From an optimization exercise on the open Yosys and OpenROAD flow, aimed at small area, a short achievable clock period and few clock cycles per item; shortcuts taken in it are not production practice.
No functional check of the RTL was part of any run shown here.
Power and IR drop assume default switching activity.

## flow/design.v (module list and top-level ports; edited modules follow where they fit)
// module multiplyer: 1778 lines
module multiplyer(
    clk,
    rst_n,
    A,
    B,
    result,
    start_sig,
    done_sig
);
  // ...
==> flow/flow/run.sh <==
#!/bin/bash
export BUFFER_PORTS_ARGS="-buffer_cell sky130_fd_sc_hd__buf_2"
bash standard.sh > standard.log 2>&1
==> flow/standard.sh <==
#!/bin/bash
# synth_recipe.tcl (not shown) runs the flow's synth.tcl, then flattens the netlist and writes it again
# the make line also repeats each setting of config.mk as NAME=value (left out here)
make -C /OpenROAD-flow-scripts/flow DESIGN_CONFIG=/design/flow/config.mk WORK_HOME=/design/flow/orfs CLKGATE_MAP_FILE= SYNTH_SCRIPT=/design/flow/synth_recipe.tcl "${@:-finish}"
==> flow/config.mk <==
export PLATFORM = sky130hd
export DESIGN_NAME = multiplyer
export DESIGN_NICKNAME = multiplyer
export VERILOG_FILES = /design/flow/design.v
export SDC_FILE = /design/flow/constraint.sdc
export NUM_CORES = 4
export LEC_CHECK = 0
export CAP_MARGIN = 20
export CORE_MARGIN = 2
export CORE_UTILIZATION = 40
export SETUP_SLACK_MARGIN = 2.8
export SLEW_MARGIN = 20
==> flow/constraint.sdc <==
create_clock -name core_clock -period 8.0 [get_ports {clk}]
set_input_delay 1.6000 -clock core_clock [delete_from_list [all_inputs] [get_ports {clk}]]
set_output_delay 1.6000 -clock core_clock [all_outputs]
set_load 0.01 [all_outputs]
==> summary.txt, run 1 <==
Placement
  – Post-DP HPWL: 25800 µm
  – Post-Place Cells: 1823
  – # port buffers: 101

Drt
  – Met1 wire length: 14500 µm
  – WL met2: 17600 µm
  – Post-route ant nets: 0
  – Highest Signal Layer: met4
  – Met3 WL: 1920 µm

Worst hold path
  – Hold depth: 1
  – Hold Path Class: register to register
  – Hold Crit Start: cnt[0]

Layout
  – FF+latch count: 62
  – Multi-input gate area: 10000 µm²
  – Leading cell kind: multi-input gates
  – Layout fillers: 3056

Setup path
  – R2r endpoint: rC

STA
  – Worst slew pin tran: 751 ps
  – Clk_skew: 10.3 ps

Synthesis
  – Synth Area in Adders: 49.7%

Global route
  – Met2 usage: 37.6%

Pwr
  – Power Density: 450 nW/µm²
  – Comb pwr share: 82.7%

Floorplanning
  – Initial Util: 40.9%
  – Die Y: 181 µm

Clock tree
  – CTS tree: done
  – Clock root buffer: clkbuf_16

Run status
  – Status: no timing/DRC/antenna violations
==> inputs of run 2 (changes only) <==
==> flow/flow/run.sh (replaced) <==
#!/bin/bash
set -uo pipefail
export BUFFER_PORTS_ARGS="-buffer_cell sky130_fd_sc_hd__buf_2"
bash standard.sh synth > synth.log 2>&1 || exit 1
R=$(sed -n 's/.*WORK_HOME=\([^ ]*\).*/\1/p' standard.sh | head -1)/results/$FLOW_PLATFORM/multiplyer/base
LIB=$FLOW_HOME/platforms/$FLOW_PLATFORM/lib/sky130_fd_sc_hd__tt_025C_1v80.lib
cp $R/1_2_yosys.v yosys_orig.v
python3 flow/polopt2.py $LIB yosys_orig.v yosys_pol.v > polopt.log 2>&1
python3 flow/cutff.py yosys_orig.v orig_comb.v
python3 flow/cutff.py yosys_pol.v pol_comb.v
cat > equiv.ys <<EOS
read_liberty -ignore_miss_func $LIB
read_verilog orig_comb.v
rename $FLOW_TOP gold
read_verilog pol_comb.v
rename $FLOW_TOP gate
flatten
miter -equiv -flatten gold gate miter
hierarchy -top miter
techmap
opt -fast
aigmap
write_aiger -zinit miter.aig
EOS
ABC=$(dirname $(command -v yosys))/yosys-abc
if [ -s yosys_pol.v ] && yosys -s equiv.ys > equiv.log 2>&1 && \
   $ABC -c "read miter.aig; print_stats; iprove" > cec.log 2>&1 && \
   grep -q "^UNSATISFIABLE" cec.log; then
  cp yosys_pol.v $R/1_2_yosys.v
  rm -f $R/1_synth.odb
  echo "polarity rewrite used" >> polopt.log
else
  echo "equivalence not proven; keeping synthesized netlist" >> polopt.log
fi
bash standard.sh > standard.log 2>&1
==> flow/flow/cutff.py (new file) <==
#!/usr/bin/env python3
"""Make a combinational copy of a mapped netlist for equivalence checking:
every flip-flop instance is removed, its Q net becomes input port
q_<n> and each of its inputs (D, RESET_B, ...) output port d_<n>_<pin>,
where <n> is the instance's position among the flip-flops sorted by name.

usage: cutff.py in.v out.v"""
import re, sys
src = open(sys.argv[1]).read()
cell_re = re.compile(r"^(\s*)(sky130_fd_sc_hd__\w+)\s+(\S+)\s*\((.*?)\);\n", re.S | re.M)
pin_re = re.compile(r"\.(\w+)\(([^()]*)\)")
ffs = []
for m in cell_re.finditer(src):
    if re.search(r"__(df|sdf|edf|dl)", m.group(2)):
        ffs.append((m.group(3), m.span(), [(p, n.strip()) for p, n in pin_re.findall(m.group(4))]))
ffs.sort()
ports, assigns, decls = [], [], []
spans = set()
for i, (name, span, pins) in enumerate(ffs):
    spans.add(span)
    for p, n in pins:
        if p in ("Q",):
            ports.append(f"q_{i}_{p}")
            decls.append(f"  input q_{i}_{p};\n")
            assigns.append(f"  assign {n} = q_{i}_{p};\n")
        elif p in ("Q_N",):
            ports.append(f"q_{i}_{p}")
            decls.append(f"  input q_{i}_{p};\n")
            assigns.append(f"  assign {n} = q_{i}_{p};\n")
        elif p not in ("CLK", "CLK_N", "GATE"):
            ports.append(f"d_{i}_{p}")
            decls.append(f"  output d_{i}_{p};\n")
            assigns.append(f"  assign d_{i}_{p} = {n} ;\n")
out = []
pos = 0
for m in cell_re.finditer(src):
    if m.span() in spans:
        out.append(src[pos:m.start()])
        pos = m.end()
out.append(src[pos:])
text = "".join(out)
i = text.index(");", text.index("module"))
text = text[:i] + "".join(", " + p for p in ports) + text[i:]
j = text.index(";", i) + 1
text = text[:j] + "\n" + "".join(decls) + text[j:]
k = text.rfind("endmodule")
text = text[:k] + "".join(assigns) + text[k:]
open(sys.argv[2], "w").write(text)
==> flow/flow/polopt2.py (new file) <==
#!/usr/bin/env python3
"""Inverter minimisation on a mapped sky130 netlist by output polarity.

Every full adder is self-dual (FA(~a,~b,~c) = (~sum,~cout)), and many
single-output gates have a complementary cell with the same inputs
(and2/nand2, a21o/a21oi, xor2/xnor2, ...).  This pass chooses for each full
adder and each such gate whether it produces its signal true or
complemented, so that the inverters between cells plus the gates' area are
as small as possible, and rewires the netlist with at most one inverter per
signal.  Flip-flops, half adders, ports and other cells keep their
function; the result is logically equivalent (checked by the flow with Yosys).

usage: polopt2.py liberty in.v out.v
"""
import re
import sys
import random
import itertools
from collections import defaultdict

libf, inf, outf = sys.argv[1:4]
OUTPINS = {"X", "Y", "SUM", "COUT", "Q", "Q_N", "HI", "LO"}
INV_AREA = 3.7536

# ---- liberty: area, single-output function truth tables, complements ----
lib = open(libf).read()
libcells = {}
for m in re.finditer(r'cell \("(sky130_fd_sc_hd__\w+)"\) \{', lib):
    name = m.group(1)
    start = m.end()
    nxt = lib.find('\n    cell (', start)
    blk = lib[start:nxt if nxt > 0 else len(lib)]
    am = re.search(r'area : ([\d.]+)', blk)
    if not am or 'ff (' in blk or 'latch (' in blk or 'statetable' in blk:
        continue
    funcs = re.findall(r'pin \("(\w+)"\) \{(?:(?!pin \().)*?direction : "output";(?:(?!pin \().)*?function : "([^"]*)"', blk, re.S)
    ins = re.findall(r'pin \("(\w+)"\) \{\s*(?:[^{}]*?)direction : "input"', blk)
    libcells[name] = (float(am.group(1)), funcs, tuple(sorted(ins)))


def truth(func, ins):
    expr = func.replace('!', '~')
    tt = 0
    for i, vals in enumerate(itertools.product((0, 1), repeat=len(ins))):
        env = dict(zip(ins, vals))
        if eval(expr, {}, env) & 1:
            tt |= 1 << i
    return tt


bad = re.compile(r'lpflow|probe|clk|dly|buf_|bufinv|bufbuf|einv|ebuf|conb|diode|tap|fill|decap|mux2i|lsbuf')
sig = {}
for name, (area, funcs, ins) in libcells.items():
    if len(funcs) != 1 or bad.search(name) or not ins:
        continue
    sig[name] = (ins, truth(funcs[0][1], ins), funcs[0][0], area)
bykey = defaultdict(list)
for name, (ins, tt, op, area) in sig.items():
    bykey[(ins, tt)].append((area, name))
comp = {}
for name, (ins, tt, op, area) in sig.items():
    full = (1 << (1 << len(ins))) - 1
    c = bykey.get((ins, tt ^ full))
    if c:
        comp[name] = min(c)[1]

# ---- netlist ----
src = open(inf).read()
cell_re = re.compile(r"^(\s*)(sky130_fd_sc_hd__\w+)\s+(\S+)\s*\((.*?)\);\n", re.S | re.M)
pin_re = re.compile(r"\.(\w+)\(([^()]*)\)")
cells = []
for m in cell_re.finditer(src):
    pins = [(p, n.strip()) for p, n in pin_re.findall(m.group(4))]
    cells.append(dict(type=m.group(2), name=m.group(3), pins=pins, span=m.span(), ind=m.group(1)))

outports = set()
for m in re.finditer(r"^\s*output\s+(\[(\d+):(\d+)\]\s*)?(\S+?)\s*;", src, re.M):
    if m.group(1):
        hi, lo = int(m.group(2)), int(m.group(3))
        for i in range(min(hi, lo), max(hi, lo) + 1):
            outports.add(f"{m.group(4)}[{i}]")
    else:
        outports.add(m.group(4))

driver = {}
for ci, c in enumerate(cells):
    for p, n in c["pins"]:
        if p in OUTPINS:
            driver[n] = (ci, p)

is_inv = lambda t: re.match(r"sky130_fd_sc_hd__inv_\d+$", t) is not None
is_fa = lambda t: re.match(r"sky130_fd_sc_hd__fa_\d+$", t) is not None

removable = set()
for ci, c in enumerate(cells):
    if is_inv(c["type"]) and dict(c["pins"])["Y"] not in outports:
        removable.add(ci)

# gates that may swap to their complement: not driving a port directly
swappable = set()
for ci, c in enumerate(cells):
    if ci in removable or c["type"] not in comp:
        continue
    outs = [n for p, n in c["pins"] if p in OUTPINS]
    if len(outs) == 1 and outs[0] not in outports:
        swappable.add(ci)
fas = set(ci for ci, c in enumerate(cells) if is_fa(c["type"]))


def base(n):
    pol = 0
    for _ in range(1000):
        if n in driver and driver[n][0] in removable:
            n = dict(cells[driver[n][0]]["pins"])["A"]
            pol ^= 1
        else:
            return n, pol
    raise Exception("inverter loop")


cons = defaultdict(list)   # base -> [(ci, pi, pol)]
reads = defaultdict(set)   # ci -> bases it reads
for ci, c in enumerate(cells):
    if ci in removable:
        continue
    for pi, (p, n) in enumerate(c["pins"]):
        if p in OUTPINS or n.startswith("1'") or n == "":
            continue
        b, pol = base(n)
        cons[b].append((ci, pi, pol))
        reads[ci].add(b)
outs_of = {ci: [n for p, n in cells[ci]["pins"] if p in OUTPINS] for ci in range(len(cells))}

flip = defaultdict(int)


def phys(b):
    d = driver.get(b)
    if d and (d[0] in fas or d[0] in swappable):
        return flip[d[0]]
    return 0


def inv_needed(b):
    ph = phys(b)
    for ci, pi, pol in cons.get(b, ()):
        if (pol ^ (flip[ci] if ci in fas else 0)) != ph:
            return 1
    return 0


def gate_area(ci):
    t = cells[ci]["type"]
    return sig[comp[t]][3] if flip[ci] else sig[t][3]


def local(ci):
    bs = set(outs_of[ci])
    if ci in fas:
        bs |= reads[ci]
    a = sum(inv_needed(b) for b in bs) * INV_AREA
    if ci in swappable:
        a += gate_area(ci)
    return a


allbases = list(cons.keys())
before_inv = sum(inv_needed(b) for b in allbases)
vars_ = sorted(fas | swappable)
import math
rng = random.Random(1)
cur = sum(inv_needed(b) for b in allbases) * INV_AREA + sum(gate_area(c) for c in swappable)
best = cur
bestflip = dict(flip)
T0, T1, steps = 4.0, 0.05, 200000
for st in range(steps):
    T = T0 * (T1 / T0) ** (st / steps)
    ci = vars_[rng.randrange(len(vars_))]
    a0 = local(ci)
    flip[ci] ^= 1
    a1 = local(ci)
    d = a1 - a0
    if d <= 0 or rng.random() < math.exp(-d / T):
        cur += d
        if cur < best - 1e-9:
            best = cur
            bestflip = dict(flip)
    else:
        flip[ci] ^= 1
flip = defaultdict(int, bestflip)
after_inv = sum(inv_needed(b) for b in allbases)
sys.stderr.write(f"removable inverters {len(removable)} -> signals needing an inverter "
                 f"{before_inv} -> {after_inv}; adders flipped {sum(flip[c] for c in fas)}, "
                 f"gates swapped {sum(flip[c] for c in swappable)} of {len(swappable)}\n")

# ---- rewrite ----
newpins = {ci: list(c["pins"]) for ci, c in enumerate(cells)}
newtype = {ci: c["type"] for ci, c in enumerate(cells)}
for ci in swappable:
    if flip[ci]:
        t = cells[ci]["type"]
        nt = comp[t]
        op_old = sig[t][2]
        op_new = sig[nt][2]
        newtype[ci] = nt
        newpins[ci] = [(op_new if p == op_old else p, n) for p, n in newpins[ci]]
newcells = []
newwires = []
k = 0
for b, lst in cons.items():
    ph = phys(b)
    invnet = None
    for ci, pi, pol in lst:
        req = pol ^ (flip[ci] if ci in fas else 0)
        p, _ = newpins[ci][pi]
        if req == ph:
            newpins[ci][pi] = (p, b)
        else:
            if invnet is None:
                k += 1
                invnet = f"_polinv{k}_"
                newwires.append(invnet)
                newcells.append(f"  sky130_fd_sc_hd__inv_1 _polinvc{k}_ (\n    .A({b} ),\n    .Y({invnet} )\n  );\n")
            newpins[ci][pi] = (p, invnet)

out = []
pos = 0
for ci, c in enumerate(cells):
    s, e = c["span"]
    out.append(src[pos:s])
    pos = e
    if ci in removable:
        continue
    body = ",\n".join(f"    .{p}({n} )" for p, n in newpins[ci])
    out.append(f"{c['ind']}{newtype[ci]} {c['name']} (\n{body}\n  );\n")
tail = src[pos:]
i = tail.rfind("endmodule")
out.append(tail[:i] + "".join(newcells) + tail[i:])
text = "".join(out)
decl = "".join(f"  wire {w};\n" for w in newwires)
j = text.index(");", text.index("module")) + 3
text = text[:j] + decl + text[j:]
open(outf, "w").write(text)
==> summary.txt, run 2 <==
Run status
  – Status: no timing/DRC/antenna violations (unchanged)

STA
  – Max-slew headroom at the worst pin: 35.8% (was 49.6%)
  – RSZ-0062 raised after global routing: true (unchanged)
  – Tcrit/Tclk final: 64.1% (was 64.9%)
  – Slew Limit Fails: 0 (unchanged)
  – Tmin final: 5130 ps (was 5190 ps)
  – Worst Slack Setup Final: 2870 ps (was 2810 ps)
  – Worst slew pin tran: 963 ps (was 751 ps)
  – Clk_skew: 11.7 ps (was 10.3 ps)
  – Final TNS setup: 0 ps (unchanged)
  – Final setup vio count: 0 (unchanged)
  – Hold WS: 472 ps (was 468 ps)
  – Final Hold Viols: 0 (unchanged)
  – Highest clock rate: 0.195 GHz (was 0.193 GHz)

Setup path
  – Data arrival time of the critical path: 5360 ps (was 5420 ps)
  – CP Launch Type: primary input (unchanged)
  – Crit Path Max Fanout: 7 (was 12)
  – R2r endpoint: rC (unchanged)
  – Worst Path Required: 8230 ps (about the same)
  – FF-to-FF setup slack: 3040 ps (was 3140 ps)
  – Reg2reg path depth: 13 (was 16)
  – Worst R2R Start: cnt[0] (unchanged)
  – Crit. End Element: register (unchanged)
  – Kind of critical path: primary input to register (unchanged)

Worst hold path
  – Hold endpoint: cnt[0] (unchanged)
  – Hold Path Class: register to register (unchanged)
  – Hold Crit Start: cnt[0] (unchanged)
  – Hold depth: 1 (unchanged)

Pwr
  – Switch share: 50.2% (was 52.5%)
  – Overall Power: 6.51 mW (was 6.26 mW)
  – Comb pwr share: 83.0% (was 82.7%)
  – Sequential Power Share: 9.7% (was 10.4%)
  – Internal power: 3.24 mW (was 2.98 mW)
  – Power Density: 494 nW/µm² (was 450 nW/µm²)
  – Clock power frac: 7.2% (was 6.9%)
  – Leak: 5.94 nW (was 6.97 nW)
  – Peak VDD IR: 0.219 mV (was 0.192 mV)
  – Switching power: 3.27 mW (was 3.29 mW)

Drt
  – Total Routed Length: 33100 µm (was 35200 µm)
  – Vias post-DR: 8756 (was 9485)
  – DR iter-0 viols: 550 (was 528)
  – Vias per cell: 5.39 (was 5.12)
  – DRC viols: 0 (unchanged)
  – WL/cell: 20.4 µm (was 19.0 µm)
  – Post-route ant nets: 0 (unchanged)
  – DR pass1 iterations: 5 (unchanged)

Layout
  – Layout fillers: 2732 (was 3056)
  – Ant diodes: 0 (unchanged)
  – Multi-input gate area: 10000 µm² (about the same)
  – Top reg by flops: rX (unchanged)
  – Final Non-Filler Cells: 1625 (was 1854)
  – Max reg flops: 25 (unchanged)
  – Commonest non-fill, non-tap cells in the layout: 263 x fa_1, 154 x nand2_1, 101 x buf_2 (was 303 x inv_1, 263 x fa_1, 148 x nand2_1, 148 x and2_1, 101 x buf_2)
  – Layout cell share with drive strength beyond 1: 15.7% (was 12.3%)
  – Final Util: 45.9% (was 45.3%)
  – Nets@finish: 1642 (was 1859)
  – Area Overhead vs Synth: 13.3% (was 10.7%)
  – Seq. cell area: 1250 µm² (about the same)
  – Post-route design area: 13200 µm² (was 13900 µm²)
  – Largest registers: rX x25, rY x24, rS x9 (unchanged)
  – Commonest non-fill, non-tap cell in the layout: fa_1 (was inv_1)

Floorplanning
  – I/O pin cnt: 103 (unchanged)
  – Die width: 175 µm (was 181 µm)
  – Die Y: 175 µm (was 181 µm)
  – Site Rows: 62 (was 64)
  – Initial Util: 40.6% (was 40.9%)
  – Die area: 30500 µm² (was 32900 µm²)
  – Total core area: 28700 µm² (was 30700 µm²)

Synthesis
  – Post-Syn Area per Cell: 10.1 µm² (was 9.07 µm²)
  – Warnings from Yosys: 1 (unchanged)
  – Post-synth net total: 1561 (was 1792)
  – Mapped Area: 11600 µm² (was 12600 µm²)
  – Post-Synthesis Cells: 1155 (was 1386)

Global route
  – Total gr overflow: 0 (unchanged)
  – Vias in the first global route: 9696 (was 10000)
  – Antenna violations before repair: 0 (was 1)
  – Overall routing resource usage: 22.0% (was 21.2%)
  – First-pass GRT wire length: 51500 µm (was 53900 µm)
  – Largest net degree at the start of global routing: 51 (was 53)

Clock tree
  – Max clock buf depth: 2 (unchanged)
  – Clock Latency Late Sink: 340 ps (about the same)
  – H-tree levels: 3 (unchanged)
  – Clock root buffer: clkbuf_16 (unchanged)
  – CTS tree: done (unchanged)
  – Total CTS buffers: 9 (unchanged)
  – Post-CTS Hold Buffers: 0 (unchanged)
  – Sink Count: 62 (unchanged)
  – Reg clk slew, reported paths: 70 ps (was 60 ps)

Placement
  – Post-DP HPWL: 24400 µm (was 25800 µm)
  – DP Area: 12500 µm² (was 13400 µm²)
  – # port buffers: 101 (unchanged)
  – GPL Wtd Cong: 0.845 (was 0.898)
  – Post-Place Cells: 1579 (was 1823)
  – Pre-CTS setup slack: 2160 ps (was 2400 ps)

Flow run
  – Max-Cap Viols: 0 (unchanged)
run 2: cell types whose count changed in the layout (fill, tap and decap cells not counted), sizes merged, moves of 6 or more:
cell,change
inv,-230
buf,+14
nor2b,-11
or2b,+11
and2b,+6
nand2b,-6
run 2: how the worst max path moves through the flow:
| stage | cells past startpoint | slack [ps] | startpoint | end |
|---|---|---|---|---|
| after floorplan | 12 | 2710 | B[1] | rC |
| after global placement | 12 | 2230 | B[4] | rC |
| after detailed placement | 12 | 2160 | B[4] | rC |
| after CTS | 18 | 2810 | rX[0] | result[26] |
| after global routing | 18 | 2750 | rY[0] | result[26] |
| final | 12 | 2870 | B[1] | rC |
run 2: final cells by class:
| type | count | share of cell area (%) |
|---|---|---|
| clock inverters | 7 | 0.968 |
| inverters | 74 | 2.21 |
| flip-flops and latches | 62 | 9.51 |
| repair inverters | 1 | 0.0569 |
| well taps | 384 | 3.64 |
| clock buffers | 9 | 1.71 |
| multi-input cells | 955 | 76.0 |
| repair buffers | 133 | 5.90 |
run 2: power by group through the flow:
stage	combinational, mW	sequential, mW	clock (mW)
2_1_floorplan	3.63	0.582	0
3_3_place_gp	5.13	0.640	0
3_5_place_dp	5.25	0.638	0
4_1_cts	5.32	0.633	0.480
5_1_grt	6.12	0.647	0.494
6_report	5.41	0.634	0.471
run 2: timing repair:
item / in CTS / in global routing
endpoints found under the setup margin: 33 / 35
resized for setup: 11 / 29
gates cloned: 1 / 5
pin swaps: 1 / 11
setup buffers: 8 / 16
run 2: critical path, cell delays in order:
cell	delay, ps
buf_2	140
a22o_4	290
and2_4	170
fa_1	560
fa_1	450
fa_2	350
fa_1	510
fa_1	430
ha_2	200
or4_4	470
a21oi_2	110
a21oi_1	70
run 2: layer usage:
metal	vias up	wire length, µm	GRT usage, %
li1	3857	-	-
met2	305	16900	39.4
met5	-	0	0
met4	0	1620	9.44
met3	90	1810	2.85
met1	4504	12800	26.6

static timing again, ports no longer ideal:
The results above use ideal ports. As a check the final layouts listed here were re-extracted and re-timed, cells and wires unchanged. Step 1 (the two cells are an assumption about what drives the block):
set clk [get_ports {clk}]
set_driving_cell -lib_cell sky130_fd_sc_hd__clkbuf_16 $clk
set_driving_cell -lib_cell sky130_fd_sc_hd__buf_2 [delete_from_list [all_inputs] $clk]
Step 2 also shifts input and output timing later by t, the mid clock arrival at the registers, as if the neighbouring blocks saw the same clock. Slacks: ideal / step 1 / step 2; pairs: ideal / step 1.
| run | shift t [ns] | setup WS [ns] | worst slew at a driven data input, ns | pins driven straight from the clock port |
|---|---|---|---|---|
| run 1 | 0.391 | 2.810 / 2.836 / 2.445 | 0.03 | 1 |
| run 2 | 0.378 | 2.871 / 2.882 / 2.510 | 0.03 | 1 |
After both steps setup and hold are still met in every run listed. For run 1, which loses most, drivers alone change the setup slack by +0.026 ns; drivers and shift together by -0.365 ns.
